What follows belongs to an exercise in optimizing a design on an open flow for small area and a short achievable clock period; a production flow would make more cautious choices. Only simulation tests tie the RTL to the original design; equivalence was not proved. Power is estimated from default activity; no workload was simulated.

==> run H <==
Design alpha_mean, start of the top module:
module alpha_mean
(
    input   wire            clk                 ,
    input   wire            rst_n               ,
    input   wire            win_vld             ,
    input   wire  [199:0]   win                 ,
    output  reg             mean_vld            ,
    output  reg     [ 7:0]  mean_data
);
Settings: LEC_CHECK=0, ABC_AREA=1, CAP_MARGIN=20, CELL_PAD_IN_SITES_DETAIL_PLACEMENT=1, CELL_PAD_IN_SITES_GLOBAL_PLACEMENT=2, CORE_AREA=2.3 2.72 456.78 456.96, CTS_CLUSTER_DIAMETER=100, CTS_CLUSTER_SIZE=30, DIE_AREA=0 0 459.0 459.0, PLACE_DENSITY=0.5, SLEW_MARGIN=20; clock period 12.0 ns.
standard.sh (not shown) runs the stock make flow with config.mk's settings and CLKGATE_MAP_FILE= SYNTH_SCRIPT=/design/flow/synth_recipe.tcl, a recipe that flattens the netlist after the stock synthesis.
==> flow/flow/run.sh <==
#!/bin/bash
# The standard layout (standard.sh, unchanged synthesis), with ORFS's
# repair_timing asked to reach 8.3 ns of setup slack instead of 0.
# The clock period and all constraints are the design's.
export SETUP_SLACK_MARGIN=8.3
bash standard.sh > standard.log 2>&1
==> inputs of run Y, as changes to run H <==
==> flow/flow/run.sh (replaced) <==
#!/bin/bash
# The standard layout (standard.sh, unchanged synthesis), with ORFS's
# repair_timing asked to reach 8.5 ns of setup slack instead of 0.
# The clock period and all constraints are the design's.
export SETUP_SLACK_MARGIN=8.5
bash standard.sh > standard.log 2>&1
CELL_PAD_IN_SITES_DETAIL_PLACEMENT = default   (was 1)
CELL_PAD_IN_SITES_GLOBAL_PLACEMENT = default   (was 2)
CORE_AREA = default   (was 2.3 2.72 456.78 456.96)
CORE_MARGIN = 2   (was default)
CORE_UTILIZATION = 55   (was default)
CTS_CLUSTER_DIAMETER = 150   (was 100)
DIE_AREA = default   (was 0 0 459.0 459.0)
PLACE_DENSITY = 0.65   (was 0.5)
==> run summary <==
item	run Y	run H
Status	aborted with a tool error	complete, no violations
Last stage reached	global routing (5_1_grt)	-
Most area-hungry cell type in the Yosys netlist	dfxtp_1	dfxtp_1
Setup bufs post-CTS	258	87
Clock buffers created by TritonCTS	36	46
Number of synthesized register bits	867	867
Share of the synthesized area in compound gates (AO/OA/AOI/OAI)	18.8%	18.8%
# H-tree levels	2	2
Initial cell density of the core	55.6%	33.4%
TritonCTS Sinks	867	867
Post-synthesis net count	10642	10642
Half-perimeter wire length of the detailed placement result	281000 um	357000 um
Instance area at placement	0.0714 mm2	0.0735 mm2
Routability Congestion	1.15	1.01
Dpl ws	6.89 ns	6.93 ns
Share of the synthesized area in the top cell type	24.9%	24.9%
Number of distinct library cells after synthesis	44	44
Die boundary width	358 um	459 um
Placed instance count	10978	12127
Dominant register cell in the synthesized netlist	dfxtp_1	dfxtp_1
Die Height	358 um	459 um
Count of cells resized by post-cts repair	1196	988
YS warnings	1	1
EDFF count, synth	0	0
Netlist Area Pre-Place	0.0690 mm2	0.0690 mm2
Number of rows in the core area	129	167


==> juniper: inputs <==
alpha_mean again, from the RTL that the note above started with.
==> flow/config.mk <==
export PLATFORM = sky130hd
export DESIGN_NAME = alpha_mean
export DESIGN_NICKNAME = alpha_mean
export VERILOG_FILES = /design/flow/design.v
export SDC_FILE = /design/flow/constraint.sdc
export NUM_CORES = 4
export LEC_CHECK = 0
export ABC_AREA = 1
export CAP_MARGIN = 20
export CELL_PAD_IN_SITES_DETAIL_PLACEMENT = 1
export CELL_PAD_IN_SITES_GLOBAL_PLACEMENT = 2
export CORE_AREA = 2.3 2.72 456.78 456.96
export CTS_CLUSTER_DIAMETER = 100
export CTS_CLUSTER_SIZE = 30
export DIE_AREA = 0 0 459.0 459.0
export GPL_TIMING_DRIVEN = 1
export PLACE_DENSITY = 0.5
export SLEW_MARGIN = 20
==> flow/constraint.sdc <==
create_clock -name core_clock -period 12.0 [get_ports {clk}]
set_input_delay 2.4000 -clock core_clock [delete_from_list [all_inputs] [get_ports {clk}]]
set_output_delay 2.4000 -clock core_clock [all_outputs]
set_load 0.01 [all_outputs]
==> flow/flow/run.sh <==
#!/bin/bash
# The standard layout (standard.sh, unchanged synthesis), with ORFS's
# repair_timing asked to reach 8.1 ns of setup slack instead of 0, and every
# input and output port buffered with sky130_fd_sc_hd__buf_1 (instead of the
# delay cell buffer_ports picks by default).
# The clock period and all constraints are the design's.
export SETUP_SLACK_MARGIN=8.1
export BUFFER_PORTS_ARGS="-buffer_cell sky130_fd_sc_hd__buf_1"
bash standard.sh > standard.log 2>&1
==> maple: changes against juniper <==
==> flow/flow/run.sh (replaced) <==
#!/bin/bash
# The standard layout (standard.sh, unchanged synthesis), with ORFS's
# repair_timing asked to reach 8.3 ns of setup slack instead of 0, and every
# input and output port buffered with sky130_fd_sc_hd__buf_1 (instead of the
# delay cell buffer_ports picks by default).
# The clock period and all constraints are the design's.
export SETUP_SLACK_MARGIN=8.3
export BUFFER_PORTS_ARGS="-buffer_cell sky130_fd_sc_hd__buf_1"
bash standard.sh > standard.log 2>&1
TNS_END_PERCENT = 5   (was unset)
==> qor summary <==
metric                                                             juniper        maple
Run status                                no timing/DRC/antenna violations  no timing/DRC/antenna violations
Area of combinational cells with multiple inputs               43880 sq um  44420 sq um
Average vias per placed instance                                     6.320        6.367
Share of the clock period used by the worst path after layout       33.71%       32.58%
Upper clock frequency limit                                     0.2472 GHz   0.2557 GHz
Via count of the routed design                                       78183        79298
Antenna cell count                                                      20           25
Layout Skew                                                       85.18 ps     98.11 ps
Cell at the slowest stage of the critical path                        fa_1     o221ai_1
Final wirelength                                                  506.9 mm     517.2 mm
Global-route total usage across every layer                         46.27%       46.73%
Total Power                                                       21.38 mW     21.54 mW
Worst R2R End                                                      s2_3567      s2_3522
Slowest stage delay, CP                                             530 ps       610 ps
Sequential cell area share                                          22.11%       21.60%
Number of global-route vias before repair                            75977        76700
Global-route wire length before repair                            664.1 mm     670.3 mm
Switching fraction of total power                                   56.52%       56.48%
Seq pwr share                                                        20.3%        20.2%
Fraction of cell area in non-clock buffers                          7.764%       9.329%
Fill cell instance count of the final layout                         25254        25087

static timing again, ports no longer ideal:
The results above use ideal ports. As a check the final layouts listed here were re-extracted and re-timed, cells and wires unchanged. Step 1 assumes that a clkbuf_16 drives the clock port and a buf_2 every other input. Step 2, shift: input delay + t, output delay - t, t = (earliest + latest rising clock arrival at the registers) / 2. This alone moves slack from input paths to output paths. a / b / c = ideal ports / drivers / drivers and shift; a / b = the first two.
run	shift t [ns]	setup slack, ns	worst setup path after step 2	worst slew at a driven data input, ns
run H	0.831	8.167 / 8.167 / 8.167	register to register	0.10
juniper	0.862	7.955 / 7.955 / 7.955	register to register	0.07
maple	0.869	8.090 / 8.090 / 8.090	register to register	0.07
After both steps every run listed still meets setup and hold.
